This design comes from an exercise in tuning for small area, a short achievable clock period and few clock cycles on the open sky130 flow, not from production work. Where RTL was checked, it was by simulation tests only, not by an equivalence proof against the original. Only the layout flow was run in runs 1 and 2; the RTL was not checked for function there. Power is estimated from default activity; no workload was simulated.

--- run.sh ---
#!/bin/bash
# synth_recipe.tcl (not shown) runs the flow's synth.tcl, then flattens the netlist and writes it again
# the make line also repeats each setting of config.mk as NAME=value (left out here)
make -C /OpenROAD-flow-scripts/flow DESIGN_CONFIG=/design/flow/config.mk WORK_HOME=/design/flow/orfs CLKGATE_MAP_FILE= SYNTH_SCRIPT=/design/flow/synth_recipe.tcl finish
--- config.mk ---
export PLATFORM = sky130hd
export DESIGN_NAME = CPU
export DESIGN_NICKNAME = CPU
export VERILOG_FILES = /design/flow/design.v
export SDC_FILE = /design/flow/constraint.sdc
export NUM_CORES = 8
export LEC_CHECK = 0
export CAP_MARGIN = 20
export CORE_MARGIN = 2
export CORE_UTILIZATION = 50
export CTS_BUF_LIST = sky130_fd_sc_hd__clkbuf_4 sky130_fd_sc_hd__clkbuf_8
export PLACE_DENSITY = 0.6
export SLEW_MARGIN = 20
--- constraint.sdc ---
create_clock -name core_clock -period 90.0 [get_ports {clk}]
set_input_delay 18.0000 -clock core_clock [delete_from_list [all_inputs] [get_ports {clk}]]
set_output_delay 18.0000 -clock core_clock [all_outputs]
set_load 0.01 [all_outputs]
--- design.v ---
module CPU (
	input  wire         clk,
	input  wire         rst,
	output wire         imem_req,
	output wire [31:0]  imem_addr,
	input  wire         imem_ack,
	input  wire [127:0] imem_line,
	output wire [31:0]  dmem_addr,
	input  wire [31:0]  dmem_rdata,
	output wire         dmem_we,
	output wire [1:0]   dmem_wsize,
	output wire [31:0]  dmem_wdata,
	output wire         commit,
	output wire [31:0]  commit_pc,
	output wire         commit_wen,
	output wire [4:0]   commit_rd,
	output wire [31:0]  commit_wdata
);
	localparam LN = 3;               
	localparam NL = 1 << LN;
	localparam RB = 12;              
	localparam TW = RB - LN;         
	function [32:0] radd;            
		input [31:0] x, y;
		input        ci;
		integer k;
		reg c;
		begin
			c = ci;
			for (k = 0; k < 32; k = k + 1) begin
				radd[k] = x[k] ^ y[k] ^ c;
				c = (x[k] & y[k]) | (x[k] & c) | (y[k] & c);
			end
			radd[32] = c;
		end
	endfunction
	function [11:0] radd11;          
		input [10:0] x, y;
		input        ci;
		integer k;
		reg c;
		begin
			c = ci;
			for (k = 0; k < 11; k = k + 1) begin
				radd11[k] = x[k] ^ y[k] ^ c;
				c = (x[k] & y[k]) | (x[k] & c) | (y[k] & c);
			end
			radd11[11] = c;
		end
	endfunction
	function [33:0] csub;            
		input [32:0] x, y;
		reg [11:0] l, m0, m1, h0, h1;
		reg [11:0] m, h;
		begin
			l  = radd11(x[10:0],  ~y[10:0],  1'b1);
			m0 = radd11(x[21:11], ~y[21:11], 1'b0);
			m1 = radd11(x[21:11], ~y[21:11], 1'b1);
			h0 = radd11(x[32:22], ~y[32:22], 1'b0);
			h1 = radd11(x[32:22], ~y[32:22], 1'b1);
			m  = l[11] ? m1 : m0;
			h  = m[11] ? h1 : h0;
			csub = {h, m[10:0], l[10:0]};
		end
	endfunction
	function [31:0] rinc;            
		input [31:0] x;
		integer k;
		reg c;
		begin
			c = 1'b1;
			for (k = 0; k < 32; k = k + 1) begin
				rinc[k] = x[k] ^ c;
				c = x[k] & c;
			end
		end
	endfunction
	reg  [31:0]  pc_q;
	reg          pend_q;             
	reg  [27:0]  paddr_q;            
	reg  [31:0]  cword [0:4*NL-1];
	reg  [TW-1:0] ctag [0:NL-1];
	reg  [NL-1:0] cval;
	reg  [27-RB:0] region_q;         
	assign imem_req  = pend_q;
	assign imem_addr = {paddr_q, 4'b0};
	wire [27:0]   pcl  = pc_q[31:4];
	wire [LN-1:0] pidx = pcl[LN-1:0];
	wire c_hit = cval[pidx] & (ctag[pidx] == pcl[RB-1:LN]) & (region_q == pcl[27:RB]);
	wire ihit  = c_hit;
	wire [31:0] instr = cword[{pidx, pc_q[3:2]}];
	wire [LN-1:0] fidx = paddr_q[LN-1:0];
	wire fnew = paddr_q[27:RB] != region_q;
	wire fwr = pend_q & imem_ack & ~(c_hit & (fnew | ((fidx == pidx) & (paddr_q != pcl))));
	always @(posedge clk) begin
		if (rst) cval <= {NL{1'b0}};
		else if (fwr) begin
			if (fnew) cval <= {NL{1'b0}} | ({{(NL-1){1'b0}}, 1'b1} << fidx);
			else cval[fidx] <= 1'b1;
		end
		if (fwr & fnew) region_q <= paddr_q[27:RB];
		if (fwr) begin
			ctag[fidx] <= paddr_q[RB-1:LN];
			cword[{fidx, 2'd0}] <= imem_line[31:0];
			cword[{fidx, 2'd1}] <= imem_line[63:32];
			cword[{fidx, 2'd2}] <= imem_line[95:64];
			cword[{fidx, 2'd3}] <= imem_line[127:96];
		end
	end
	wire [31:0] npc;                 
	wire [27:0] nl  = npc_pf[31:4];
	wire [27:0] nl1 = nl + 28'd1;
	wire [27:0] nl2 = nl + 28'd2;
	wire [LN-1:0] ni0 = nl[LN-1:0];
	wire [LN-1:0] ni1 = nl1[LN-1:0];
	wire [LN-1:0] ni2 = nl2[LN-1:0];
	wire np0 = (cval[ni0] & (ctag[ni0] == nl[RB-1:LN]) & (region_q == nl[27:RB]))
	           | (pend_q & (paddr_q == nl));
	wire np1 = (cval[ni1] & (ctag[ni1] == nl1[RB-1:LN]) & (region_q == nl1[27:RB]))
	          | (pend_q & (paddr_q == nl1));
	wire np2 = (cval[ni2] & (ctag[ni2] == nl2[RB-1:LN]) & (region_q == nl2[27:RB]))
	          | (pend_q & (paddr_q == nl2));
	wire want = ~np0 | ~np1 | ~np2;
	always @(posedge clk) begin
		if (rst) pend_q <= 1'b0;
		else if (~pend_q | imem_ack) begin
			pend_q <= want;
			if (want) paddr_q <= ~np0 ? nl : ~np1 ? nl1 : nl2;
		end
	end
	wire [6:0] opc = instr[6:0];
	wire [4:0] rd  = instr[11:7];
	wire [2:0] f3  = instr[14:12];
	wire [4:0] rs1 = instr[19:15];
	wire [4:0] rs2 = instr[24:20];
	wire [6:0] f7  = instr[31:25];
	wire o_lui   = opc == 7'b0110111;
	wire o_auipc = opc == 7'b0010111;
	wire o_jal   = opc == 7'b1101111;
	wire o_jalr  = opc == 7'b1100111;
	wire o_br    = opc == 7'b1100011;
	wire o_ld    = opc == 7'b0000011;
	wire o_st    = opc == 7'b0100011;
	wire o_alui  = opc == 7'b0010011;
	wire o_alur  = opc == 7'b0110011;
	wire o_sys   = opc == 7'b1110011;
	wire o_md    = o_alur & (f7 == 7'b0000001);
	wire o_div   = o_md & f3[2];
	wire o_csr   = o_sys & (f3[1:0] != 2'b00);
	wire o_ecall = instr == 32'h00000073;
	wire o_mret  = instr == 32'h30200073;
	wire wen_i = (o_jal | o_jalr | o_ld | o_alur | o_alui | o_lui | o_auipc | o_csr) & (rd != 5'd0);
	wire [31:0] imm_i = {{20{instr[31]}}, instr[31:20]};
	wire [31:0] imm_s = {{20{instr[31]}}, instr[31:25], instr[11:7]};
	wire [31:0] imm_b = {{19{instr[31]}}, instr[31], instr[7], instr[30:25], instr[11:8], 1'b0};
	wire [31:0] imm_u = {instr[31:12], 12'b0};
	wire [31:0] imm_j = {{11{instr[31]}}, instr[31], instr[19:12], instr[20], instr[30:21], 1'b0};
	reg         w_v, w_wen, w_ld, w_mul;
	reg  [4:0]  w_rd;
	reg  [2:0]  w_f3;
	reg  [31:0] w_pc, w_val;
	reg         c_v, c_wen;
	reg  [31:0] c_pc, c_wd;
	reg  [4:0]  c_rd;
	reg  [31:0] rf [1:31];
	wire fw1 = w_wen & (w_rd == rs1);
	wire fw2 = w_wen & (w_rd == rs2);
	wire fc1 = c_wen & (c_rd == rs1);
	wire fc2 = c_wen & (c_rd == rs2);
	reg  [31:0] rf1, rf2;
	integer ri;
	always @(*) begin
		rf1 = 32'd0;
		rf2 = 32'd0;
		for (ri = 1; ri < 32; ri = ri + 1) begin
			rf1 = rf1 | (rf[ri] & {32{rs1 == ri}});
			rf2 = rf2 | (rf[ri] & {32{rs2 == ri}});
		end
	end
	wire [31:0] a = (rs1 == 5'd0) ? 32'd0 : fw1 ? w_val : fc1 ? c_wd : rf1;
	wire [31:0] b = (rs2 == 5'd0) ? 32'd0 : fw2 ? w_val : fc2 ? c_wd : rf2;
	wire use1 = ~(o_lui | o_auipc | o_jal);
	wire use2 = o_alur | o_st | o_br;
	wire lu_stall = ((w_ld | w_mul) & ((fw1 & use1) | (fw2 & use2))) | (w_mul & o_mul);
	reg [31:0] mstatus, mtvec, mepc, mcause;
	wire [11:0] csr_a = instr[31:20];
	wire cs_mstatus = csr_a == 12'h300;
	wire cs_mtvec   = csr_a == 12'h305;
	wire cs_mepc    = csr_a == 12'h341;
	wire cs_mcause  = csr_a == 12'h342;
	wire [31:0] csr_old = cs_mstatus ? mstatus : cs_mtvec ? mtvec :
	                      cs_mepc ? mepc : cs_mcause ? mcause : 32'd0;
	wire [31:0] csr_src = f3[2] ? {27'd0, rs1} : a;
	wire [31:0] csr_new = (f3[1:0] == 2'b01) ? csr_src :
	                      (f3[1:0] == 2'b10) ? (csr_old | csr_src) : (csr_old & ~csr_src);
	wire use_b  = o_alur | o_br;
	wire [31:0] y = use_b ? b : (o_st ? imm_s : imm_i);
	wire do_sub = o_br | ((o_alur | o_alui) & ((f3 == 3'd2) | (f3 == 3'd3))) |
	              (o_alur & (f3 == 3'd0) & f7[5]) | o_div;
	wire [31:0] x = o_div ? 32'd0 : a;       
	wire [32:0] sum33 = {1'b0, x} + {1'b0, y ^ {32{do_sub}}} + {32'd0, do_sub};
	wire [31:0] sum = sum33[31:0];
	wire ltu = ~sum33[32];
	wire lt  = (x[31] & ~y[31]) | (~(x[31] ^ y[31]) & sum[31]);
	wire eq  = a == b;
	wire [4:0]  shamt = o_alur ? b[4:0] : instr[24:20];
	wire        sh_l  = (f3 == 3'd1);
	reg  [31:0] sh_in, sh_res;
	integer bi;
	always @(*) begin
		for (bi = 0; bi < 32; bi = bi + 1) sh_in[bi] = sh_l ? a[31-bi] : a[bi];
	end
	wire [32:0] sh_ext = {~sh_l & f7[5] & a[31], sh_in};
	wire [32:0] sh_out = $signed(sh_ext) >>> shamt;
	always @(*) begin
		for (bi = 0; bi < 32; bi = bi + 1) sh_res[bi] = sh_l ? sh_out[31-bi] : sh_out[bi];
	end
	wire alu_ok = o_alui ? ((f3 == 3'd1) ? (f7 == 7'd0) :
	                        (f3 == 3'd5) ? ((f7 == 7'd0) | (f7 == 7'h20)) : 1'b1) :
	              ((f7 == 7'd0) | ((f7 == 7'h20) & ((f3 == 3'd0) | (f3 == 3'd5))));
	reg [31:0] alu_res;
	always @(*) begin
		case (f3)
			3'd0: alu_res = sum;
			3'd1: alu_res = sh_res;
			3'd2: alu_res = {31'd0, lt};
			3'd3: alu_res = {31'd0, ltu};
			3'd4: alu_res = a ^ y;
			3'd5: alu_res = sh_res;
			3'd6: alu_res = a | y;
			default: alu_res = a & y;
		endcase
		if (~alu_ok) alu_res = 32'd0;
	end
	wire o_mul = o_md & ~f3[2];
	reg  [32:0] mq_a;                
	reg  [17:0] mq_d;
	reg  [49:0] mq_p;
	wire [32:0] ma  = {(f3 != 3'd3) & a[31], a};
	wire [32:0] mb  = {~f3[1] & b[31], b};
	wire [32:0] mx  = w_mul ? mq_a : ma;
	wire [17:0] dig = w_mul ? mq_d : {2'b00, mb[15:0]};
	wire [50:0] macc = w_mul ? {17'd0, ~mq_p[49], mq_p[48:16]} : 51'd0;
	wire [50:0] mk   = w_mul ? (51'd0 - (51'd1 << 33)) : 51'd0;
	reg  [50:0] mrow [0:8];
	reg  [50:0] mneg, mkc;
	reg  [2:0]  mg;
	reg  [34:0] mv;
	integer mi;
	always @(*) begin
		mneg = 51'd0;
		mkc  = 51'd0;
		for (mi = 0; mi < 9; mi = mi + 1) begin
			mg = {dig[2*mi+1], dig[2*mi], (mi == 0) ? 1'b0 : dig[2*mi-1]};
			case (mg)
				3'b001, 3'b010: mv = {{2{mx[32]}}, mx};
				3'b011:         mv = {mx[32], mx, 1'b0};
				3'b100:         mv = ~{mx[32], mx, 1'b0};
				3'b101, 3'b110: mv = ~{{2{mx[32]}}, mx};
				default:        mv = 35'd0;
			endcase
			mrow[mi] = {15'd0, ~mv[34], mv} << (2*mi);
			mneg[2*mi] = mg[2] & ~(mg[1] & mg[0]);
			mkc = mkc - (51'd1 << (35 + 2*mi));
		end
	end
	wire [50:0] mp = mrow[0] + mrow[1] + mrow[2] + mrow[3] + mrow[4] + mrow[5] + mrow[6] +
	                 mrow[7] + mrow[8] + mneg + mkc + macc + mk;
	wire [31:0] mul_res = (w_f3[1:0] == 2'd0) ? {mp[15:0], mq_p[15:0]} : mp[47:16];
	always @(posedge clk) begin
		mq_a <= ma;
		mq_d <= {mb[32], mb[32:16]};
		mq_p <= mp[49:0];
	end
	function [5:0] clz32;
		input [31:0] v;
		integer k;
		begin
			clz32 = 6'd32;
			for (k = 0; k < 32; k = k + 1) if (v[k]) clz32 = 31 - k;
		end
	endfunction
	reg  [1:0]  dv_st;               
	reg  [31:0] dv_r, dv_q;
	reg  [32:0] dv_d;
	reg  [4:0]  dv_n;
	wire dv_sg  = ~f3[0];
	wire dv_rem = f3[1];
	wire [31:0] dv_A = (dv_sg & a[31]) ? rinc(~a) : a;
	wire [31:0] dv_B = (dv_sg & b[31]) ? sum : b;
	wire dv_bz  = b == 32'd0;
	wire dv_ovf = dv_sg & (a == 32'h80000000) & (b == 32'hffffffff);
	wire dv_bmn = dv_sg & (b == 32'h80000000);
	wire [5:0]  dv_za = clz32(dv_A);
	wire [5:0]  dv_zb = clz32(dv_B);
	wire dv_triv = dv_bz | dv_ovf | dv_bmn | (dv_za > dv_zb);
	wire [31:0] dv_tres = dv_bz ? (dv_rem ? a : 32'hffffffff) :
	                      dv_ovf ? (dv_rem ? 32'd0 : a) : (dv_rem ? a : 32'd0);
	wire [4:0]  dv_k  = dv_zb[4:0] - dv_za[4:0];
	wire [4:0]  dv_sh = {dv_k[4:1], 1'b1};
	wire [33:0] dv_s1 = csub({1'b0, dv_r}, dv_d);
	wire        dv_g1 = dv_s1[33];
	wire [31:0] dv_r1 = dv_g1 ? dv_s1[31:0] : dv_r;
	wire [33:0] dv_s2 = csub({1'b0, dv_r1}, {1'b0, dv_d[32:1]});
	wire        dv_g2 = dv_s2[33];
	wire [31:0] dv_r2 = dv_g2 ? dv_s2[31:0] : dv_r1;
	wire [31:0] dv_x = dv_rem ? dv_r : dv_q;
	wire dv_neg = dv_sg & (dv_rem ? a[31] : (a[31] ^ b[31]));
	wire [31:0] dv_res = dv_neg ? rinc(~dv_x) : dv_x;
	reg [31:0] dm_addr_q, dm_wdata_q;
	reg        dm_we_q;
	reg [1:0]  dm_wsize_q;
	wire go      = ihit & ~lu_stall;  
	wire dv_done = (dv_st == 2'd2) | ((dv_st == 2'd0) & dv_triv);
	wire fin     = go & (o_div ? dv_done : 1'b1);
	wire taken = o_br & ((f3 == 3'd0) ? eq : (f3 == 3'd1) ? ~eq :
	                     (f3 == 3'd4) ? lt : (f3 == 3'd5) ? ~lt :
	                     (f3 == 3'd6) ? ltu : (f3 == 3'd7) ? ~ltu : 1'b0);
	wire [31:0] pc4   = {rinc({2'b00, pc_q[31:2]}), pc_q[1:0]};
	wire [31:0] pcimm = pc_q + (o_jal ? imm_j : o_br ? imm_b : imm_u);
	wire [31:0] nxt   = (o_jal | taken) ? pcimm : o_jalr ? sum :
	                    o_ecall ? mtvec : o_mret ? mepc : pc4;
	assign npc = fin ? nxt : pc_q;
	wire [31:0] npc_pf = (ihit & ~o_md) ? nxt : pc_q;
	wire [31:0] res = o_lui ? imm_u : o_auipc ? pcimm : (o_jal | o_jalr) ? pc4 :
	                  o_sys ? csr_old : o_div ? ((dv_st == 2'd2) ? dv_res : dv_tres) :
	                  alu_res;
	wire [31:0] ldv = (w_f3 == 3'd0) ? {{24{dmem_rdata[7]}}, dmem_rdata[7:0]} :
	                  (w_f3 == 3'd1) ? {{16{dmem_rdata[15]}}, dmem_rdata[15:0]} :
	                  (w_f3 == 3'd2) ? dmem_rdata :
	                  (w_f3 == 3'd4) ? {24'd0, dmem_rdata[7:0]} :
	                  (w_f3 == 3'd7) ? 32'd0 : {16'd0, dmem_rdata[15:0]};
	wire [31:0] w_d = w_ld ? ldv : w_mul ? mul_res : w_val;
	always @(posedge clk) begin
		if (c_wen) rf[c_rd] <= c_wd;
	end
	always @(posedge clk) begin
		if (rst) begin
			w_v   <= 1'b0;
			w_wen <= 1'b0;
			w_ld  <= 1'b0;
			w_mul <= 1'b0;
		end else begin
			w_v   <= fin;
			w_wen <= fin & wen_i;
			w_ld  <= fin & o_ld;
			w_mul <= fin & o_mul;
		end
		w_rd  <= rd;
		w_f3  <= f3;
		w_pc  <= pc_q;
		w_val <= res;
	end
	always @(posedge clk) begin
		if (rst) begin
			pc_q    <= 32'h80000000;
			dm_we_q <= 1'b0;
			dv_st   <= 2'd0;
			mstatus <= 32'h1800;
			mtvec   <= 32'd0;
			mepc    <= 32'd0;
			mcause  <= 32'hb;
		end else begin
			pc_q    <= npc;
			dm_we_q <= fin & o_st & ~f3[2] & (f3[1:0] != 2'b11);
			if (go & o_ecall) mepc <= pc_q;
			else if (go & o_csr) begin
				if (cs_mstatus) mstatus <= csr_new;
				if (cs_mtvec)   mtvec   <= csr_new;
				if (cs_mepc)    mepc    <= csr_new;
				if (cs_mcause)  mcause  <= csr_new;
			end
			if (go & o_div) begin
				if (dv_st == 2'd0) begin
					if (~dv_triv) dv_st <= 2'd1;
				end else if (dv_st == 2'd1) begin
					if (dv_n == 5'd0) dv_st <= 2'd2;
				end else dv_st <= 2'd0;
			end
		end
		dm_addr_q  <= sum;
		dm_wdata_q <= b;
		dm_wsize_q <= (f3[1:0] == 2'd0) ? 2'd0 : (f3[1:0] == 2'd1) ? 2'd1 : 2'd2;
		if (dv_st == 2'd0) begin
			dv_r <= dv_A;
			dv_q <= 32'd0;
			dv_d <= {1'b0, dv_B} << dv_sh;
			dv_n <= {1'b0, dv_k[4:1]};
		end else if (go & (dv_st == 2'd1)) begin
			dv_r <= dv_r2;
			dv_q <= {dv_q[29:0], dv_g1, dv_g2};
			dv_d <= {2'b00, dv_d[32:2]};
			dv_n <= dv_n - 5'd1;
		end
	end
	assign dmem_addr  = dm_addr_q;
	assign dmem_we    = dm_we_q;
	assign dmem_wsize = dm_wsize_q;
	assign dmem_wdata = dm_wdata_q;
	always @(posedge clk) begin
		if (rst) begin
			c_v   <= 1'b0;
			c_wen <= 1'b0;
		end else begin
			c_v   <= w_v;
			c_wen <= w_wen;
		end
		c_pc <= w_pc;
		c_rd <= w_rd;
		c_wd <= w_d;
	end
	assign commit       = c_v;
	assign commit_pc    = c_pc;
	assign commit_wen   = c_wen;
	assign commit_rd    = c_rd;
	assign commit_wdata = c_wd;
endmodule
==> impl_metrics.env, run 1 <==
export IMPL_io_buffer_count=329
export IMPL_rsz0062_at_grt="no"
export IMPL_grt_overflow=0
export IMPL_fmax_ghz=0.0470
export IMPL_die_area_mm2=0.309
export IMPL_tightestPinTransition_ps=1300
export IMPL_drtPass1Iterations=17
export IMPL_drt_total_wl_um=703000
export IMPL_die_x_um=556
export IMPL_regArea_mm2=0.0763
export IMPL_drt_vias_per_instance=7.17
export IMPL_slew_viol_final=0
export IMPL_path_clk_slew_ps=60
export IMPL_slew_headroom=0.129
export IMPL_dp_cells=17400
export IMPL_cts_hold_buf=0
export IMPL_gp_congestion=1.05
export IMPL_placed_area_mm2=0.162
export IMPL_p_per_area_mw_per_mm2=21.9
export IMPL_start_kind="input port"
export IMPL_setup_tns_ps=0
export IMPL_ir_drop_mv=0.0479
export IMPL_syn_to_final_growth_pct=12.1
export IMPL_die_h_um=556
export IMPL_multi_input_area_mm2=0.0707
export IMPL_cts_sinks=2708
export IMPL_post_route_period_util=0.236
export IMPL_grt_use_total=0.440
export IMPL_cts_resized=0
export IMPL_ys_seq_area_frac=0.500
export IMPL_grt_pass1_wl_um=959000
export IMPL_clockBufferDepth=4
export IMPL_cts_tree="done"
export IMPL_hold_class="flop to flop"
export IMPL_cts_root_buffer="clkbuf_8"
export IMPL_final_layout_size_suffix_gt1_frac=0.136
export IMPL_cp_data_required_time_ps=90690
export IMPL_setup_ws_ps=68720
export IMPL_initial_core_util=0.503
export IMPL_drt_iter0_markers=24700
export IMPL_met3_usage=0.208
export IMPL_stdcell_count=18400
export IMPL_yosysUniqueCellTypes=136
export IMPL_grt_util_met1=0.539
export IMPL_synth_seq_cells=2708
export IMPL_violations="antenna violations"
export IMPL_yosys_most_used_dff="edfxtp_1"
export IMPL_avgRoutedWirePerCell_um=38.3
export IMPL_postSynthCellCount=13600
export IMPL_synth_edf_count=2201
export IMPL_netlist_area_mm2=0.152
export IMPL_post_place_ws_ps=67670
export IMPL_period_needed_ps=21280
export IMPL_rows=202
export IMPL_grt_busiest_layer="met2"
export IMPL_ant_nets=1
export IMPL_setup_viol=0
export IMPL_h_tree_depth=5
export IMPL_end_kind="flop"
export IMPL_path_max_fanout=64
export IMPL_grt_max_degree=138
export IMPL_synth_warnings=2
export IMPL_cts_buffers=443
export IMPL_insertion_delay_ps=1170
export IMPL_antenna_found_initial=126
export IMPL_use_met2=0.613
export IMPL_grt_pass1_vias=123000
export IMPL_hold_viol_final=0
export IMPL_io_pins=334
export IMPL_dr_total_vias=132000
export IMPL_final_nets=14800
export IMPL_dp_hpwl_um=455000
export IMPL_p_leak_uw=0.0621
export IMPL_crit_arrival_ps=21980
export IMPL_outcome="failed layout checks"
export IMPL_async_flop_share=0
export IMPL_avgSynthCellArea_um2=11.2
export IMPL_drc=0
export IMPL_fillers=25400
export IMPL_fin_area_mm2=0.171
export IMPL_drv_cap=0
export IMPL_core_mm2=0.303
export IMPL_postCtsSetupBuffers=0
export IMPL_path_class="input port to flop"
export IMPL_fin_skew_ps=99.3
==> critical path, cell delays in order <==
cell and delay (ps):
clkdlybuf4s50_1 510, nand2_1 80, a21oi_1 630, nand2_1 330, nor2_4 710, buf_4 710
buf_4 840
==> cells by family after synthesis <==
group	after synthesis	synth area share
fa+ha+maj	713	0.0735
buf+inv	1566	0.0445
compound gates	3316	0.149
flops	2708	0.500
other cells	1	0.0000246
mux	865	0.0740
simple gates	3724	0.119
xor+xnor	693	0.0399
==> layout make-up <==
class / count / area share
clock buffer: 629 / 0.0451
inverter: 542 / 0.0119
sequential: 2708 / 0.446
tap: 3978 / 0.0291
timing repair buffer: 902 / 0.0450
antenna: 98 / 0.00144
multi-input combinational: 9315 / 0.414
clock inverter: 185 / 0.00732
==> Yosys cell counts, drive strengths merged, types with 373 or more instances <==
cell | instances | area share
o21ai | 560 | 0.019
clkbuf | 651 | 0.016
ha | 409 | 0.034
buf | 373 | 0.015
xnor2 | 426 | 0.025
nand3 | 428 | 0.014
nor2 | 1047 | 0.026
inv | 538 | 0.013
mux2i | 597 | 0.039
dfxtp | 507 | 0.067
nand2 | 942 | 0.023
a22oi | 731 | 0.036
a21oi | 807 | 0.027
edfxtp | 2201 | 0.43
==> layer usage <==
layer	share of wire	wire [um]
met5	0.0018	1270
met4	0.086	60600
met2	0.40	282000
met1	0.35	246000
met3	0.16	113000
==> stage by stage <==
step	util	power, uW	hold WS [ps]
after floorplan	-	2170	310
after detailed placement	0.533	2610	312
after global routing	0.563	3880	317
after global placement	0.533	2600	311
after CTS	0.563	3710	302
final	0.564	3740	322
==> cells in the final DEF (no fill, tap or decap), types with 97 or more instances in the layout <==
| cell type | synthesis | routed |
|---|---|---|
| edfxtp_1 | 2201 | 2201 |
| nor2_1 | 1038 | 984 |
| nand2_1 | 940 | 935 |
| a21oi_1 | 803 | 768 |
| a22oi_1 | 729 | 728 |
| mux2i_1 | 595 | 586 |
| buf_4 | 74 | 566 |
| inv_1 | 530 | 529 |
| o21ai_0 | 528 | 518 |
| dfxtp_1 | 507 | 500 |
| clkbuf_8 | 0 | 477 |
| nand3_1 | 426 | 425 |
| xnor2_1 | 425 | 416 |
| ha_1 | 409 | 409 |
| and3_1 | 333 | 332 |
| clkdlybuf4s50_1 | 0 | 328 |
| fa_1 | 304 | 303 |
| xor2_1 | 267 | 263 |
| nand4_1 | 204 | 204 |
| mux4_2 | 200 | 200 |
| nor3_1 | 217 | 196 |
| clkbuf_4 | 0 | 152 |
| o211ai_1 | 130 | 130 |
| a221oi_1 | 120 | 119 |
| a2111oi_0 | 109 | 108 |
| and2_1 | 109 | 99 |
| diode_2 | 0 | 98 |
| o221ai_1 | 97 | 97 |
==> report_power, final <==
| group | switching (uW) | internal (uW) |
|---|---|---|
| clock network | 535 | 576 |
| logic | 809 | 418 |
| registers | 15.5 | 1390 |
| total | 1360 | 2380 |
==> path summary, 6_finish.rpt <==
| kind | from | end | slack, ps | cells after the start |
|---|---|---|---|---|
| worst min-delay path | w_pc[18] | c_pc[18] | 320 | 0 |
| worst min register to register | w_pc[18] | c_pc[18] | 320 | 0 |
| worst max-delay path | imem_ack | cword[25][20] | 68720 | 7 |
| worst max register to register | flop | paddr_q[13] | 70560 | 51 |
==> state kept, by name, indices dropped and copies added, names as in the netlist, 33 cells and up, named ones only <==
register	flops
ctag	72
mq_a	33
cword	1024
dv_d	33
rf	992
mq_p	50
==> run 2, diff against run 1 <==
--- a/design.v
+++ b/design.v
@@ -75,10 +75,26 @@
 			end
 		end
 	endfunction
+	function [3:0] opclass;
+		input [6:0] op;
+		case (op)
+			7'b0110111: opclass = 4'd1;      
+			7'b0010111: opclass = 4'd2;      
+			7'b1101111: opclass = 4'd3;      
+			7'b1100111: opclass = 4'd4;      
+			7'b1100011: opclass = 4'd5;      
+			7'b0000011: opclass = 4'd6;      
+			7'b0100011: opclass = 4'd7;      
+			7'b0010011: opclass = 4'd8;      
+			7'b0110011: opclass = 4'd9;      
+			7'b1110011: opclass = 4'd10;     
+			default:    opclass = 4'd0;      
+		endcase
+	endfunction
 	reg  [31:0]  pc_q;
 	reg          pend_q;             
 	reg  [27:0]  paddr_q;            
-	reg  [31:0]  cword [0:4*NL-1];
+	reg  [28:0]  cword [0:4*NL-1];    
 	reg  [TW-1:0] ctag [0:NL-1];
 	reg  [NL-1:0] cval;
 	reg  [27-RB:0] region_q;         
@@ -88,23 +104,25 @@
 	wire [LN-1:0] pidx = pcl[LN-1:0];
 	wire c_hit = cval[pidx] & (ctag[pidx] == pcl[RB-1:LN]) & (region_q == pcl[27:RB]);
 	wire ihit  = c_hit;
-	wire [31:0] instr = cword[{pidx, pc_q[3:2]}];
+	wire [28:0] cw    = cword[{pidx, pc_q[3:2]}];
+	wire [31:0] instr = {cw[28:4], 7'd0};   
+	wire [3:0]  cls   = cw[3:0];
 	wire [LN-1:0] fidx = paddr_q[LN-1:0];
 	wire fnew = paddr_q[27:RB] != region_q;
-	wire fwr = pend_q & imem_ack & ~(c_hit & (fnew | ((fidx == pidx) & (paddr_q != pcl))));
+	wire fld  = pend_q & ~(c_hit & (fnew | ((fidx == pidx) & (paddr_q != pcl))));
 	always @(posedge clk) begin
 		if (rst) cval <= {NL{1'b0}};
-		else if (fwr) begin
-			if (fnew) cval <= {NL{1'b0}} | ({{(NL-1){1'b0}}, 1'b1} << fidx);
-			else cval[fidx] <= 1'b1;
+		else if (fld) begin
+			if (imem_ack & fnew) cval <= {{(NL-1){1'b0}}, 1'b1} << fidx;
+			else cval[fidx] <= imem_ack;
 		end
-		if (fwr & fnew) region_q <= paddr_q[27:RB];
-		if (fwr) begin
+		if (fld & imem_ack & fnew) region_q <= paddr_q[27:RB];
+		if (fld) begin
 			ctag[fidx] <= paddr_q[RB-1:LN];
-			cword[{fidx, 2'd0}] <= imem_line[31:0];
-			cword[{fidx, 2'd1}] <= imem_line[63:32];
-			cword[{fidx, 2'd2}] <= imem_line[95:64];
-			cword[{fidx, 2'd3}] <= imem_line[127:96];
+			cword[{fidx, 2'd0}] <= {imem_line[31:7],   opclass(imem_line[6:0])};
+			cword[{fidx, 2'd1}] <= {imem_line[63:39],  opclass(imem_line[38:32])};
+			cword[{fidx, 2'd2}] <= {imem_line[95:71],  opclass(imem_line[70:64])};
+			cword[{fidx, 2'd3}] <= {imem_line[127:103], opclass(imem_line[102:96])};
 		end
 	end
 	wire [31:0] npc;                 
@@ -128,27 +146,26 @@
 			if (want) paddr_q <= ~np0 ? nl : ~np1 ? nl1 : nl2;
 		end
 	end
-	wire [6:0] opc = instr[6:0];
 	wire [4:0] rd  = instr[11:7];
 	wire [2:0] f3  = instr[14:12];
 	wire [4:0] rs1 = instr[19:15];
 	wire [4:0] rs2 = instr[24:20];
 	wire [6:0] f7  = instr[31:25];
-	wire o_lui   = opc == 7'b0110111;
-	wire o_auipc = opc == 7'b0010111;
-	wire o_jal   = opc == 7'b1101111;
-	wire o_jalr  = opc == 7'b1100111;
-	wire o_br    = opc == 7'b1100011;
-	wire o_ld    = opc == 7'b0000011;
-	wire o_st    = opc == 7'b0100011;
-	wire o_alui  = opc == 7'b0010011;
-	wire o_alur  = opc == 7'b0110011;
-	wire o_sys   = opc == 7'b1110011;
+	wire o_lui   = cls == 4'd1;
+	wire o_auipc = cls == 4'd2;
+	wire o_jal   = cls == 4'd3;
+	wire o_jalr  = cls == 4'd4;
+	wire o_br    = cls == 4'd5;
+	wire o_ld    = cls == 4'd6;
+	wire o_st    = cls == 4'd7;
+	wire o_alui  = cls == 4'd8;
+	wire o_alur  = cls == 4'd9;
+	wire o_sys   = cls == 4'd10;
 	wire o_md    = o_alur & (f7 == 7'b0000001);
 	wire o_div   = o_md & f3[2];
 	wire o_csr   = o_sys & (f3[1:0] != 2'b00);
-	wire o_ecall = instr == 32'h00000073;
-	wire o_mret  = instr == 32'h30200073;
+	wire o_ecall = o_sys & (instr[31:7] == 25'h0000000);
+	wire o_mret  = o_sys & (instr[31:7] == 25'h0604000);
 	wire wen_i = (o_jal | o_jalr | o_ld | o_alur | o_alui | o_lui | o_auipc | o_csr) & (rd != 5'd0);
 	wire [31:0] imm_i = {{20{instr[31]}}, instr[31:20]};
 	wire [31:0] imm_s = {{20{instr[31]}}, instr[31:25], instr[11:7]};
@@ -162,11 +179,14 @@
 	reg         c_v, c_wen;
 	reg  [31:0] c_pc, c_wd;
 	reg  [4:0]  c_rd;
+	wire        r_wen = c_wen;
+	wire [31:0] r_wd  = c_wd;
+	wire [4:0]  r_rd  = c_rd;
 	reg  [31:0] rf [1:31];
 	wire fw1 = w_wen & (w_rd == rs1);
 	wire fw2 = w_wen & (w_rd == rs2);
-	wire fc1 = c_wen & (c_rd == rs1);
-	wire fc2 = c_wen & (c_rd == rs2);
+	wire fc1 = r_wen & (r_rd == rs1);
+	wire fc2 = r_wen & (r_rd == rs2);
 	reg  [31:0] rf1, rf2;
 	integer ri;
 	always @(*) begin
@@ -177,8 +197,8 @@
 			rf2 = rf2 | (rf[ri] & {32{rs2 == ri}});
 		end
 	end
-	wire [31:0] a = (rs1 == 5'd0) ? 32'd0 : fw1 ? w_val : fc1 ? c_wd : rf1;
-	wire [31:0] b = (rs2 == 5'd0) ? 32'd0 : fw2 ? w_val : fc2 ? c_wd : rf2;
+	wire [31:0] a = (rs1 == 5'd0) ? 32'd0 : fw1 ? w_val : fc1 ? r_wd : rf1;
+	wire [31:0] b = (rs2 == 5'd0) ? 32'd0 : fw2 ? w_val : fc2 ? r_wd : rf2;
 	wire use1 = ~(o_lui | o_auipc | o_jal);
 	wire use2 = o_alur | o_st | o_br;
 	wire lu_stall = ((w_ld | w_mul) & ((fw1 & use1) | (fw2 & use2))) | (w_mul & o_mul);
@@ -198,7 +218,8 @@
 	wire do_sub = o_br | ((o_alur | o_alui) & ((f3 == 3'd2) | (f3 == 3'd3))) |
 	              (o_alur & (f3 == 3'd0) & f7[5]) | o_div;
 	wire [31:0] x = o_div ? 32'd0 : a;       
-	wire [32:0] sum33 = {1'b0, x} + {1'b0, y ^ {32{do_sub}}} + {32'd0, do_sub};
+	wire [33:0] sum34 = {1'b0, x, 1'b1} + {1'b0, y ^ {32{do_sub}}, do_sub};
+	wire [32:0] sum33 = sum34[33:1];
 	wire [31:0] sum = sum33[31:0];
 	wire ltu = ~sum33[32];
 	wire lt  = (x[31] & ~y[31]) | (~(x[31] ^ y[31]) & sum[31]);
@@ -233,9 +254,9 @@
 		if (~alu_ok) alu_res = 32'd0;
 	end
 	wire o_mul = o_md & ~f3[2];
-	reg  [32:0] mq_a;                
-	reg  [17:0] mq_d;
-	reg  [49:0] mq_p;
+	wire [32:0] mq_a;                
+	reg  [17:0] mq_d;                
+	wire [49:0] mq_p;
 	wire [32:0] ma  = {(f3 != 3'd3) & a[31], a};
 	wire [32:0] mb  = {~f3[1] & b[31], b};
 	wire [32:0] mx  = w_mul ? mq_a : ma;
@@ -268,9 +289,7 @@
 	                 mrow[7] + mrow[8] + mneg + mkc + macc + mk;
 	wire [31:0] mul_res = (w_f3[1:0] == 2'd0) ? {mp[15:0], mq_p[15:0]} : mp[47:16];
 	always @(posedge clk) begin
-		mq_a <= ma;
 		mq_d <= {mb[32], mb[32:16]};
-		mq_p <= mp[49:0];
 	end
 	function [5:0] clz32;
 		input [31:0] v;
@@ -301,6 +320,8 @@
 	wire [33:0] dv_s1 = csub({1'b0, dv_r}, dv_d);
 	wire        dv_g1 = dv_s1[33];
 	wire [31:0] dv_r1 = dv_g1 ? dv_s1[31:0] : dv_r;
+	assign mq_a = dv_d;
+	assign mq_p = {dv_q[17:0], dv_r};
 	wire [33:0] dv_s2 = csub({1'b0, dv_r1}, {1'b0, dv_d[32:1]});
 	wire        dv_g2 = dv_s2[33];
 	wire [31:0] dv_r2 = dv_g2 ? dv_s2[31:0] : dv_r1;
@@ -325,14 +346,20 @@
 	wire [31:0] res = o_lui ? imm_u : o_auipc ? pcimm : (o_jal | o_jalr) ? pc4 :
 	                  o_sys ? csr_old : o_div ? ((dv_st == 2'd2) ? dv_res : dv_tres) :
 	                  alu_res;
-	wire [31:0] ldv = (w_f3 == 3'd0) ? {{24{dmem_rdata[7]}}, dmem_rdata[7:0]} :
-	                  (w_f3 == 3'd1) ? {{16{dmem_rdata[15]}}, dmem_rdata[15:0]} :
-	                  (w_f3 == 3'd2) ? dmem_rdata :
-	                  (w_f3 == 3'd4) ? {24'd0, dmem_rdata[7:0]} :
-	                  (w_f3 == 3'd7) ? 32'd0 : {16'd0, dmem_rdata[15:0]};
-	wire [31:0] w_d = w_ld ? ldv : w_mul ? mul_res : w_val;
+	wire [31:0] w_o  = w_mul ? mul_res : w_val;
+	wire s_lo  = w_ld & (w_f3 != 3'd7);
+	wire s_mid = w_ld & ((w_f3 == 3'd1) | (w_f3 == 3'd2) | (w_f3 == 3'd3) | (w_f3 == 3'd5) | (w_f3 == 3'd6));
+	wire s_hi  = w_ld & (w_f3 == 3'd2);
+	wire s_b   = w_ld & (w_f3 == 3'd0);
+	wire s_h   = w_ld & (w_f3 == 3'd1);
+	wire [31:0] rd_ = dmem_rdata;
+	wire [31:0] w_d;
+	assign w_d[7:0]   = (rd_[7:0] & {8{s_lo}}) | (w_o[7:0] & {8{~w_ld}});
+	assign w_d[15:8]  = (rd_[15:8] & {8{s_mid}}) | ({8{rd_[7] & s_b}}) | (w_o[15:8] & {8{~w_ld}});
+	assign w_d[31:16] = (rd_[31:16] & {16{s_hi}}) | ({16{rd_[7] & s_b}}) | ({16{rd_[15] & s_h}}) |
+	                    (w_o[31:16] & {16{~w_ld}});
 	always @(posedge clk) begin
-		if (c_wen) rf[c_rd] <= c_wd;
+		if (r_wen) rf[r_rd] <= r_wd;
 	end
 	always @(posedge clk) begin
 		if (rst) begin
@@ -382,9 +409,15 @@
 		dm_wdata_q <= b;
 		dm_wsize_q <= (f3[1:0] == 2'd0) ? 2'd0 : (f3[1:0] == 2'd1) ? 2'd1 : 2'd2;
 		if (dv_st == 2'd0) begin
-			dv_r <= dv_A;
-			dv_q <= 32'd0;
-			dv_d <= {1'b0, dv_B} << dv_sh;
+			if (o_div) begin
+				dv_r <= dv_A;
+				dv_q <= 32'd0;
+				dv_d <= {1'b0, dv_B} << dv_sh;
+			end else begin
+				dv_r <= mp[31:0];
+				dv_q[17:0] <= mp[49:32];
+				dv_d <= ma;
+			end
 			dv_n <= {1'b0, dv_k[4:1]};
 		end else if (go & (dv_st == 2'd1)) begin
 			dv_r <= dv_r2;
==> flow/run.sh (new file) <==
#!/bin/bash
# The standard layout, with the timing repair aimed at paths well
# inside the clock period (the clock and constraints stay as given).
export SETUP_SLACK_MARGIN=71
bash standard.sh > standard.log 2>&1
==> standard.sh (new file) <==
#!/bin/bash
# synth_recipe.tcl (not shown) runs the flow's synth.tcl, then flattens the netlist and writes it again
# the make line also repeats each setting of config.mk as NAME=value (left out here)
make -C /OpenROAD-flow-scripts/flow DESIGN_CONFIG=/design/flow/config.mk WORK_HOME=/design/flow/orfs CLKGATE_MAP_FILE= SYNTH_SCRIPT=/design/flow/synth_recipe.tcl "${@:-finish}"
--- a/config.mk
+++ b/config.mk
@@ -7,7 +7,6 @@
 export LEC_CHECK = 0
 export CAP_MARGIN = 20
 export CORE_MARGIN = 2
-export CORE_UTILIZATION = 50
-export CTS_BUF_LIST = sky130_fd_sc_hd__clkbuf_4 sky130_fd_sc_hd__clkbuf_8
-export PLACE_DENSITY = 0.6
+export CORE_UTILIZATION = 30
+export PLACE_DENSITY = 0.4
 export SLEW_MARGIN = 20
removed: run.sh
==> run 2 against run 1 <==
  * The run now finishes clean
  * Synthesized cell count is 0.90% lower
  * Combinational power is 110% higher
  * First-iteration DRC count is 14% lower
  * Sequential share of layout area is 3.3 points lower
  * Critical path type is now flop to primary output
==> impl_metrics.env, run 2 <==
export IMPL_critPathTopFamily="flip-flops"
export IMPL_synth_area_leader_cell="edfxtp_1"
export IMPL_die_h_um=707
export IMPL_synth_warnings=2
export IMPL_core_mm2=0.493
export IMPL_drtPass1Iterations=13
export IMPL_synth_top_area_frac=0.432
export IMPL_drt_iter0_markers=21100
export IMPL_layout_common_cells="edfxtp_1, nand2_1, nor2_1"
export IMPL_gp_congestion=0.984
export IMPL_grt_overflow=0
export IMPL_yosysUniqueCellTypes=124
export IMPL_multi_input_area_mm2=0.0717
export IMPL_drt_vias_per_instance=6.31
export IMPL_outcome="timing/DRC/antenna clean"
export IMPL_grt_pass1_wl_um=1130000
export IMPL_stdcell_count=20700
export IMPL_setup_tns_ps=0
export IMPL_synth_edf_count=2137
export IMPL_fillers=48800
export IMPL_cts_hold_buf=0
export IMPL_final_nets=14800
export IMPL_grt_busiest_layer="met2"
export IMPL_grt_use_total=0.327
export IMPL_avgRoutedWirePerCell_um=41.0
export IMPL_p_per_area_mw_per_mm2=30.3
export IMPL_cts_sinks=2529
export IMPL_netlist_area_mm2=0.148
export IMPL_slew_viol_final=0
export IMPL_slew_headroom=0.104
export IMPL_dr_total_vias=131000
export IMPL_hold_path_end="c_pc[16]"
export IMPL_start_kind="flop"
export IMPL_cts_root_buffer="clkbuf_16"
export IMPL_fin_skew_ps=82.2
export IMPL_io_pins=334
export IMPL_r2r_end="paddr_q[1]"
export IMPL_path_buf_inv=1
export IMPL_rsz0062_at_grt="yes"
export IMPL_grt_util_met1=0.415
export IMPL_ant_nets=0
export IMPL_yosys_most_used_dff="edfxtp_1"
export IMPL_crit_slowest_cell="edfxtp_1"
export IMPL_dp_hpwl_um=573000
export IMPL_layout_commonest_cell="edfxtp_1"
export IMPL_crit_chain="buf_6"
export IMPL_fmax_ghz=0.0507
export IMPL_reg2reg_depth=48
export IMPL_path_max_fanout=2
export IMPL_setup_ws_ps=70280
export IMPL_path_clk_slew_ps=60
export IMPL_regArea_mm2=0.0723
export IMPL_hold_depth=0
export IMPL_antenna_found_initial=114
export IMPL_met3_usage=0.0975
export IMPL_drc=0
export IMPL_hold_class="flop to flop"
export IMPL_insertion_delay_ps=1030
export IMPL_hold_viol_final=0
export IMPL_ir_drop_mv=0.0781
export IMPL_grt_pass1_vias=125000
export IMPL_tightestPinTransition_ps=1330
export IMPL_setup_viol=0
export IMPL_drt_total_wl_um=850000
export IMPL_grt_max_degree=120
export IMPL_postSynthCellCount=13500
export IMPL_yosysMostFrequentCell="edfxtp_1"
export IMPL_clockBufferDepth=4
export IMPL_synth_common_cells="edfxtp_1, nand2_1, nor2_1, a21oi_1, a22oi_1"
export IMPL_rows=258
export IMPL_cts_buffers=312
export IMPL_dp_cells=20000
export IMPL_regMostFlops="rf"
export IMPL_h_tree_depth=5
export IMPL_path_class="flop to primary output"
export IMPL_cts_tree="done"
export IMPL_cp_data_required_time_ps=72000
export IMPL_initial_core_util=0.301
export IMPL_syn_to_final_growth_pct=17.9
export IMPL_crit_arrival_ps=1720
export IMPL_post_place_ws_ps=69640
export IMPL_end_kind="primary output"
export IMPL_period_needed_ps=19720
export IMPL_io_buffer_count=329
export IMPL_async_flop_share=0
export IMPL_post_route_period_util=0.219
export IMPL_crit_start="paddr_q[11]"
export IMPL_die_area_mm2=0.500
export IMPL_die_x_um=707
export IMPL_largestRegisters="rf: 992 flops, cword: 928 flops, ctag: 72 flops"
export IMPL_avgSynthCellArea_um2=11.0
export IMPL_ys_seq_area_frac=0.485
export IMPL_p_leak_uw=0.0613
export IMPL_reg2reg_slack_ps=71450
export IMPL_use_met2=0.483
export IMPL_synth_area_leaders="edfxtp_1, dfxtp_1, mux2i_1"
export IMPL_largest_reg_flops=992
export IMPL_final_layout_size_suffix_gt1_frac=0.154
export IMPL_hold_start="w_pc[16]"
export IMPL_synth_seq_cells=2529
export IMPL_drv_cap=0
export IMPL_critical_path_max_stage_delay_ps=530
==> run 2: cell count changes after synthesis, moves of 45 or more <==
| cell | change |
|---|---|
| nand2_1 | +268 |
| clkbuf_1 | -46 |
| dfxtp_1 | -115 |
| nand3_1 | -124 |
| a211oi_1 | +74 |
| a221oi_1 | +118 |
| and3_1 | -206 |
| nor2_1 | -107 |
| xnor2_1 | +47 |
| a22o_1 | +70 |
| a2111oi_0 | -60 |
| mux2i_1 | +84 |
| buf_1 | +45 |
| edfxtp_1 | -64 |
==> run 2: how the worst max path moves through the flow <==
stage	slack (ps)	cells after the start	end
5_1_grt	70270	1	imem_addr[15]
4_1_cts	70220	1	imem_addr[15]
3_5_place_dp	69640	5	dm_we_q
6_report	70280	1	imem_addr[15]
2_1_floorplan	70900	3	paddr_q[0]
3_3_place_gp	69680	5	w_v
==> run 2: metal layers <==
metal	routed length [um]	up-vias
li1	-	52000
met1	328000	66400
met2	358000	9894
met3	94700	2585
met4	68400	78
met5	915	-
==> run 2: repair_timing <==
item | CTS | global route
gates cloned | 28 | 0
endpoints found under the setup margin | 240 | 305
pin swaps | 3 | 1
buffers inserted | 116 | 4
resized for setup | 1136 | 44
==> run 2: final cells by class <==
type,count,area share
Timing Repair Buffer,1131,0.0609
Clock inverter,170,0.00930
Tap cell,6500,0.0465
Clock buffer,384,0.0479
Multi-Input combinational cell,9414,0.410
Antenna cell,91,0.00130
Inverter,529,0.0114
Sequential cell,2529,0.413
==> run 2: logic make-up (layout without fill, tap and decap cells) <==
| group | count (synthesis) | in the layout | synth area share |
|---|---|---|---|
| AO/OA/AOI/OAI | 3567 | 3567 | 0.166 |
| AND/OR/NAND/NOR | 3509 | 3510 | 0.111 |
| flip-flops | 2529 | 2529 | 0.485 |
| buffers and inverters | 1525 | 2214 | 0.0437 |
| multiplexers | 900 | 900 | 0.0755 |
| XOR/XNOR | 721 | 721 | 0.0428 |
| adder cells (fa/ha/maj) | 712 | 712 | 0.0753 |
| other | 1 | 95 | 0.0000253 |
==> run 2: power breakdown <==
part           internal, uW  switching, uW
clock network           726            547
registers              1370           41.0
logic                   908           1720
==> run 2: through the flow <==
step	power, uW	utilization	hold WS [ps]	area [um2]
floorplan	2930	-	310	149000
global placement	3990	0.328	315	162000
detailed placement	4000	0.328	315	162000
CTS	5300	0.354	326	174000
global route	5560	0.354	325	175000
finish	5310	0.355	314	175000
==> run 3, diff against run 2 <==
--- a/design.v
+++ b/design.v
@@ -98,8 +98,10 @@
 	reg  [TW-1:0] ctag [0:NL-1];
 	reg  [NL-1:0] cval;
 	reg  [27-RB:0] region_q;         
-	assign imem_req  = pend_q;
-	assign imem_addr = {paddr_q, 4'b0};
+	reg          po_req;
+	reg  [27:0]  po_addr;
+	assign imem_req  = po_req;
+	assign imem_addr = {po_addr, 4'b0};
 	wire [27:0]   pcl  = pc_q[31:4];
 	wire [LN-1:0] pidx = pcl[LN-1:0];
 	wire c_hit = cval[pidx] & (ctag[pidx] == pcl[RB-1:LN]) & (region_q == pcl[27:RB]);
@@ -145,6 +147,8 @@
 			pend_q <= want;
 			if (want) paddr_q <= ~np0 ? nl : ~np1 ? nl1 : nl2;
 		end
+		po_req <= ~rst & (want | (pend_q & ~imem_ack));
+		if (~pend_q | imem_ack) po_addr <= ~np0 ? nl : ~np1 ? nl1 : nl2;
 	end
 	wire [4:0] rd  = instr[11:7];
 	wire [2:0] f3  = instr[14:12];
@@ -179,9 +183,9 @@
 	reg         c_v, c_wen;
 	reg  [31:0] c_pc, c_wd;
 	reg  [4:0]  c_rd;
-	wire        r_wen = c_wen;
-	wire [31:0] r_wd  = c_wd;
-	wire [4:0]  r_rd  = c_rd;
+	reg         r_wen;
+	reg  [31:0] r_wd;
+	reg  [4:0]  r_rd;
 	reg  [31:0] rf [1:31];
 	wire fw1 = w_wen & (w_rd == rs1);
 	wire fw2 = w_wen & (w_rd == rs2);
@@ -218,8 +222,7 @@
 	wire do_sub = o_br | ((o_alur | o_alui) & ((f3 == 3'd2) | (f3 == 3'd3))) |
 	              (o_alur & (f3 == 3'd0) & f7[5]) | o_div;
 	wire [31:0] x = o_div ? 32'd0 : a;       
-	wire [33:0] sum34 = {1'b0, x, 1'b1} + {1'b0, y ^ {32{do_sub}}, do_sub};
-	wire [32:0] sum33 = sum34[33:1];
+	wire [32:0] sum33 = {1'b0, x} + {1'b0, y ^ {32{do_sub}}} + {32'd0, do_sub};
 	wire [31:0] sum = sum33[31:0];
 	wire ltu = ~sum33[32];
 	wire lt  = (x[31] & ~y[31]) | (~(x[31] ^ y[31]) & sum[31]);
@@ -434,9 +437,15 @@
 		if (rst) begin
 			c_v   <= 1'b0;
 			c_wen <= 1'b0;
+			r_wen <= 1'b0;
 		end else begin
 			c_v   <= w_v;
 			c_wen <= w_wen;
+			r_wen <= w_wen & (w_rd != 5'd0);
+		end
+		if (w_wen) begin
+			r_rd <= w_rd;
+			r_wd <= w_d;
 		end
 		c_pc <= w_pc;
 		c_rd <= w_rd;
==> run 3 against run 2 <==
  * Sequential power about the same
  * Utilization down 0.24 points
  * Register-to-register slack worse by 170 ps
  * Worst setup slack better by 210 ps
  * Die area up 1.3%
  * Largest power group unchanged
==> impl_metrics.env, run 3 <==
export IMPL_ys_seq_area_frac=0.492
export IMPL_dr_total_vias=131000
export IMPL_drv_cap=0
export IMPL_final_nets=14800
export IMPL_grt_pass1_wl_um=1140000
export IMPL_yosysMostFrequentCell="edfxtp_1"
export IMPL_synth_area_leader_cell="edfxtp_1"
export IMPL_drt_vias_per_instance=6.25
export IMPL_synth_warnings=2
export IMPL_period_needed_ps=19510
export IMPL_post_route_period_util=0.217
export IMPL_fmax_ghz=0.0512
export IMPL_critical_path_max_stage_delay_ps=390
export IMPL_yosysUniqueCellTypes=123
export IMPL_clkPwrFrac=0.243
export IMPL_swShare=0.442
export IMPL_clockBufferDepth=4
export IMPL_synth_edf_count=2202
export IMPL_setup_tns_ps=0
export IMPL_drt_total_wl_um=861000
export IMPL_final_layout_size_suffix_gt1_frac=0.156
export IMPL_setup_viol=0
export IMPL_die_h_um=712
export IMPL_cts_root_buffer="clkbuf_16"
export IMPL_outcome="timing/DRC/antenna clean"
export IMPL_layout_commonest_cell="edfxtp_1"
export IMPL_hold_start="w_pc[24]"
export IMPL_drt_iter0_markers=21600
export IMPL_antenna_found_initial=164
export IMPL_path_max_fanout=1
export IMPL_largest_reg_flops=992
export IMPL_share_seq_of_total_power=0.264
export IMPL_cts_buffers=317
export IMPL_ir_drop_mv=0.0717
export IMPL_async_flop_share=0
export IMPL_io_pins=334
export IMPL_layout_common_cells="edfxtp_1, nand2_1, nor2_1"
export IMPL_p_sw_uw=2410
export IMPL_postSynthCellCount=13500
export IMPL_regMostFlops="rf"
export IMPL_rsz0062_at_grt="yes"
export IMPL_avgRoutedWirePerCell_um=41.3
export IMPL_slew_viol_final=0
export IMPL_insertion_delay_ps=1020
export IMPL_drc=0
export IMPL_core_mm2=0.498
export IMPL_p_leak_uw=0.0614
export IMPL_initial_core_util=0.302
export IMPL_crit_arrival_ps=1510
export IMPL_grt_overflow=0
export IMPL_synth_seq_cells=2596
export IMPL_internal_power_uw=3050
export IMPL_synth_top_area_frac=0.440
export IMPL_hold_viol_final=0
export IMPL_critPathTopFamily="flip-flops"
export IMPL_path_class="flop to primary output"
export IMPL_h_tree_depth=5
export IMPL_tightestPinTransition_ps=1320
export IMPL_netlist_area_mm2=0.150
export IMPL_cp_data_required_time_ps=72000
export IMPL_syn_to_final_growth_pct=16.8
export IMPL_crit_slowest_cell="edfxtp_1"
export IMPL_crit_chain="buf_2"
export IMPL_ant_nets=0
export IMPL_end_kind="primary output"
export IMPL_start_kind="flop"
export IMPL_cts_tree="done"
export IMPL_die_x_um=712
export IMPL_yosys_most_used_dff="edfxtp_1"
export IMPL_dp_hpwl_um=593000
export IMPL_die_area_mm2=0.507
export IMPL_grt_max_degree=132
export IMPL_p_comb_frac=0.494
export IMPL_post_route_util=0.352
export IMPL_slew_headroom=0.112
export IMPL_grt_use_total=0.327
export IMPL_largestRegisters="rf: 992 flops, cword: 928 flops, ctag: 72 flops"
export IMPL_path_clk_slew_ps=60
export IMPL_gp_congestion=0.993
export IMPL_io_buffer_count=329
export IMPL_cts_sinks=2596
export IMPL_hold_class="flop to flop"
export IMPL_synth_common_cells="edfxtp_1, nand2_1, nor2_1, a21oi_1, clkbuf_1"
export IMPL_fin_skew_ps=91.6
export IMPL_avgSynthCellArea_um2=11.2
export IMPL_p_per_area_mw_per_mm2=31.1
export IMPL_rows=259
export IMPL_crit_start="po_addr[20]"
export IMPL_grt_pass1_vias=124000
export IMPL_path_buf_inv=1
export IMPL_synth_area_leaders="edfxtp_1, dfxtp_1, fa_1"
export IMPL_drtPass1Iterations=10
[run 3: stage by stage]
step | cells | cell area (um2) | power, uW | worst slack, ps | hold WS [ps]
finish | 20900 | 176000 | 5460 | 70490 | 327
global route | 20800 | 175000 | 5670 | 70410 | 330
CTS | 20800 | 175000 | 5430 | 70390 | 329
detailed placement | 20200 | 165000 | 4100 | 69130 | 314
global placement | 20200 | 165000 | 4100 | 69200 | 319
floorplan | 13500 | 151000 | 2940 | 70490 | 310
[run 3: metal layers]
metal | global-route usage | vias up | part of all wire
met5 | 0 | - | 0.00079
met4 | 0.196 | 98 | 0.074
met3 | 0.103 | 2399 | 0.12
met2 | 0.478 | 9678 | 0.42
met1 | 0.422 | 66300 | 0.39
li1 | - | 52000 | -
[run 3: what timing repair did]
action                                  CTS  global route
resized for setup                       796           100
gates cloned                              2             0
endpoints found under the hold margin     0             0
pin swaps                                 2             2
hold buffers                              0             0
endpoints found under the setup margin  211           303
setup buffers                            11             6
[run 3: power groups by stage]
stage	Clock, uW	Combinational (uW)	Sequential, uW
detailed placement	0	2630	1460
CTS	1340	2660	1440
finish	1330	2690	1440
floorplan	0	1500	1440
global placement	0	2640	1460
global route	1380	2840	1440
[run 3: final timing paths]
kind                   endpoint  slack [ps]  depth (start not counted)
setup reg to reg     paddr_q[4]       71280                         53
setup / recovery  imem_addr[24]       70490                          1
hold reg to reg        c_pc[24]         330                          0
hold / removal         c_pc[24]         330                          0
[run 3: cells by family after synthesis]
logic type,synth area share
other,0.0000249
adders and majority gates,0.0744
muxes,0.0707
and+or+nand+nor,0.112
AOI/OAI and AO/OA,0.165
xor gates and xnor gates,0.0425
buffers and inverters,0.0428
DFF,0.492
[run 3: layout make-up]
type / instances / area [um2]
Clock buffer: 402 / 8600
Timing Repair Buffer: 1059 / 8810
Multi-Input combinational cell: 9377 / 71600
Inverter: 539 / 2030
Fill cell: 49600 / 323000
Tap cell: 6655 / 8330
Sequential cell: 2596 / 74200
Antenna cell: 77 / 193
Clock inverter: 171 / 1900
Testbench counts of run 3, summed over its fixed seeds: cycles 56,298.
==> run 4, diff against run 3 <==
--- a/design.v
+++ b/design.v
@@ -115,10 +115,10 @@
 	always @(posedge clk) begin
 		if (rst) cval <= {NL{1'b0}};
 		else if (fld) begin
-			if (imem_ack & fnew) cval <= {{(NL-1){1'b0}}, 1'b1} << fidx;
+			if (fnew) cval <= {{(NL-1){1'b0}}, imem_ack} << fidx;
 			else cval[fidx] <= imem_ack;
 		end
-		if (fld & imem_ack & fnew) region_q <= paddr_q[27:RB];
+		if (fld & fnew) region_q <= paddr_q[27:RB];
 		if (fld) begin
 			ctag[fidx] <= paddr_q[RB-1:LN];
 			cword[{fidx, 2'd0}] <= {imem_line[31:7],   opclass(imem_line[6:0])};
@@ -222,7 +222,8 @@
 	wire do_sub = o_br | ((o_alur | o_alui) & ((f3 == 3'd2) | (f3 == 3'd3))) |
 	              (o_alur & (f3 == 3'd0) & f7[5]) | o_div;
 	wire [31:0] x = o_div ? 32'd0 : a;       
-	wire [32:0] sum33 = {1'b0, x} + {1'b0, y ^ {32{do_sub}}} + {32'd0, do_sub};
+	wire [33:0] sum34 = {1'b0, x, 1'b1} + {1'b0, y ^ {32{do_sub}}, do_sub};
+	wire [32:0] sum33 = sum34[33:1];
 	wire [31:0] sum = sum33[31:0];
 	wire ltu = ~sum33[32];
 	wire lt  = (x[31] & ~y[31]) | (~(x[31] ^ y[31]) & sum[31]);
==> flow/run.sh (replaced) <==
#!/bin/bash
# The standard layout with three changes to how it is made (the clock
# and constraints stay as given):
#  - timing repair aims at paths well inside the clock period,
#  - larger clock-tree leaf clusters and no dummy clock loads,
#  - plain buffers on the ports.
export SETUP_SLACK_MARGIN=71
export CTS_ARGS="-sink_clustering_enable -repair_clock_nets -dont_use_dummy_load -sink_clustering_size 24 -sink_clustering_max_diameter 90"
export BUFFER_PORTS_ARGS="-buffer_cell sky130_fd_sc_hd__buf_2"
bash standard.sh > standard.log 2>&1
==> run 4 against run 3 <==
  * Synthesized cell count increased by 0.33%
  * Synthesized area decreased by 0.28%
  * Via count decreased by 2.1%
  * Critical path type unchanged
==> impl_metrics.env, run 4 <==
export IMPL_drc=0
export IMPL_synth_area_leader_cell="edfxtp_1"
export IMPL_synth_common_cells="edfxtp_1, nand2_1, a21oi_1, nor2_1, a22oi_1"
export IMPL_critPathTopFamily="flip-flops"
export IMPL_hold_path_end="c_pc[11]"
export IMPL_setup_tns_ps=0
export IMPL_synth_top_area_frac=0.441
export IMPL_crit_arrival_ps=1570
export IMPL_dp_cells=20200
export IMPL_cts_hold_buf=0
export IMPL_hold_viol_final=0
export IMPL_rsz0062_at_grt="yes"
export IMPL_die_x_um=711
export IMPL_drtPass1Iterations=12
export IMPL_gp_congestion=1.00
export IMPL_ys_seq_area_frac=0.494
export IMPL_async_flop_share=0
export IMPL_grt_max_degree=127
export IMPL_cts_buffers=166
export IMPL_crit_chain="buf_6"
export IMPL_drt_total_wl_um=817000
export IMPL_core_mm2=0.498
export IMPL_cts_sinks=2596
export IMPL_layout_common_cells="edfxtp_1, nand2_1, a21oi_1"
export IMPL_rows=259
export IMPL_end_kind="primary output"
export IMPL_start_kind="flop"
export IMPL_postSynthCellCount=13500
export IMPL_die_h_um=711
export IMPL_largestRegisters="rf: 992 flops, cword: 928 flops, ctag: 72 flops"
export IMPL_path_class="flop to primary output"
export IMPL_hold_depth=0
export IMPL_syn_to_final_growth_pct=12.1
export IMPL_grt_use_total=0.311
export IMPL_grt_pass1_vias=122000
export IMPL_cts_tree="done"
export IMPL_yosysMostFrequentCell="edfxtp_1"
export IMPL_cp_data_required_time_ps=72000
export IMPL_synth_area_leaders="edfxtp_1, dfxtp_1, fa_1"
export IMPL_insertion_delay_ps=980
export IMPL_reg2reg_depth=61
export IMPL_post_route_period_util=0.217
export IMPL_hold_start="w_pc[11]"
export IMPL_initial_core_util=0.301
export IMPL_synth_edf_count=2202
export IMPL_outcome="timing/DRC/antenna clean"
export IMPL_fin_skew_ps=175
export IMPL_largest_reg_flops=992
export IMPL_regMostFlops="rf"
export IMPL_stdcell_count=20400
export IMPL_critical_path_max_stage_delay_ps=490
export IMPL_p_per_area_mw_per_mm2=28.4
export IMPL_yosys_most_used_dff="edfxtp_1"
export IMPL_avgRoutedWirePerCell_um=40.0
export IMPL_final_nets=14600
export IMPL_ir_drop_mv=0.120
export IMPL_slew_headroom=0.0955
export IMPL_post_place_ws_ps=69650
export IMPL_drv_cap=0
export IMPL_setup_ws_ps=70430
export IMPL_avgSynthCellArea_um2=11.1
export IMPL_layout_commonest_cell="edfxtp_1"
export IMPL_drt_iter0_markers=20100
export IMPL_path_buf_inv=1
export IMPL_path_clk_slew_ps=90
export IMPL_h_tree_depth=4
export IMPL_crit_slowest_cell="edfxtp_1"
export IMPL_dr_total_vias=128000
export IMPL_die_area_mm2=0.505
export IMPL_yosysUniqueCellTypes=118
export IMPL_clockBufferDepth=4
export IMPL_final_layout_size_suffix_gt1_frac=0.146
export IMPL_synth_warnings=2
export IMPL_grt_overflow=0
export IMPL_grt_pass1_wl_um=1090000
export IMPL_path_max_fanout=1
export IMPL_reg2reg_slack_ps=71730
export IMPL_setup_viol=0
export IMPL_dp_hpwl_um=568000
export IMPL_synth_seq_cells=2596
export IMPL_cts_root_buffer="clkbuf_16"
export IMPL_io_buffer_count=329
export IMPL_drt_vias_per_instance=6.26
export IMPL_hold_class="flop to flop"
export IMPL_fmax_ghz=0.0511
export IMPL_r2r_end="r_wd[31]"
export IMPL_io_pins=334
export IMPL_ant_nets=0
export IMPL_antenna_found_initial=129
export IMPL_period_needed_ps=19570
export IMPL_tightestPinTransition_ps=1360
export IMPL_p_leak_uw=0.0580
export IMPL_slew_viol_final=0
export IMPL_netlist_area_mm2=0.150
run 4: cell types whose count changed after synthesis, sizes merged, moves of 47 or more:
cell    delta
a22oi    +214
a221oi    -47
nand2     -73
nor2      -61
a21oi     +64
clkbuf    +73
o21ai     +61
and3      +72
run 4: what timing repair did:
action	4_1_cts	5_1_grt
gates cloned	0	1
endpoints found under the setup margin	260	224
buffers inserted	5	3
resized for setup	222	70
run 4: worst max path at each step:
stage                           from       endpoint  slack, ps  cells past startpoint
final                     po_addr[6]  imem_addr[10]      70430                      1
after global routing      po_addr[0]   imem_addr[4]      70380                      1
after CTS                 po_addr[6]  imem_addr[10]      70350                      1
after detailed placement         rst        dm_we_q      69650                      5
after global placement           rst        mepc[2]      69660                      6
after floorplan             imem_ack     paddr_q[0]      70690                      4
run 4: through the flow:
stage | power, uW | util | hold WS (ps) | area (um2)
3_5_place_dp | 4030 | 0.326 | 312 | 162000
6_report | 4780 | 0.338 | 330 | 168000
2_1_floorplan | 2890 | - | 310 | 150000
3_3_place_gp | 4030 | 0.326 | 315 | 162000
4_1_cts | 4800 | 0.336 | 332 | 167000
5_1_grt | 5010 | 0.337 | 334 | 168000
run 4: power by group:
part | switching, uW | total, uW | internal [uW]
logic | 1720 | 2600 | 871
clock network | 422 | 750 | 328
registers | 39.1 | 1440 | 1400
total | 2190 | 4780 | 2590
run 4: cell families after synthesis:
kind of cell             after synthesis  synth area share
AND/OR/NAND/NOR                     3472             0.111
flip-flops                          2596             0.494
XOR/XNOR                             729            0.0426
AO/OA/AOI/OAI                       3699             0.166
multiplexers                         779            0.0700
other                                  1         0.0000250
buffers and inverters               1529            0.0421
adder cells (fa/ha/maj)              709            0.0744
run 4: cell type report:
type	instances	area (um2)
antenna	59	148
inverter	530	2000
timing repair buffer	1013	7830
sequential	2596	74200
clock buffer	166	4150
fill	49900	330000
multi-input combinational	9393	71300
tap	6655	8330
run 4: routing by layer:
| metal | track usage | vias up | wire length [um] |
|---|---|---|---|
| met5 | 0.000754 | - | 566 |
| met4 | 0.179 | 76 | 58100 |
| met3 | 0.0936 | 2149 | 92900 |
| met2 | 0.456 | 9089 | 341000 |
| met1 | 0.407 | 65100 | 325000 |
| li1 | - | 51300 | - |
Testbench counts of run 4, summed over its fixed seeds: cycles 56,298.

## static timing again, ports no longer ideal
In the flow no input, the clock included, has a driving cell. The finished layouts below were timed again as built, in two steps. Step 1 (the two cells are an assumption about what drives the block):
set clk [get_ports {clk}]
set_driving_cell -lib_cell sky130_fd_sc_hd__clkbuf_16 $clk
set_driving_cell -lib_cell sky130_fd_sc_hd__buf_2 [delete_from_list [all_inputs] $clk]
Step 2 adds t to the input delays and takes it off the output delays; t is the mean of the earliest and latest rising clock arrival at the registers after step 1. Input paths then give back, and output paths get back, about the clock's delay inside the block. Three values: no drivers, after step 1, after step 2; two values: the first two.
run | t, ns | setup slack, ns | worst register clock-pin slew, ns
run 1 | 1.224 | 68.715 / 68.790 / 67.565 | 0.08 / 0.08
run 2 | 1.117 | 70.278 / 70.142 / 69.980 | 0.08 / 0.08
run 3 | 1.092 | 70.486 / 70.362 / 69.964 | 0.10 / 0.10
run 4 | 1.004 | 70.430 / 70.314 / 70.099 | 0.11 / 0.11
The setup slack of run 1, which loses most, moves by +0.075 ns with the drivers and by -1.150 ns with both steps.
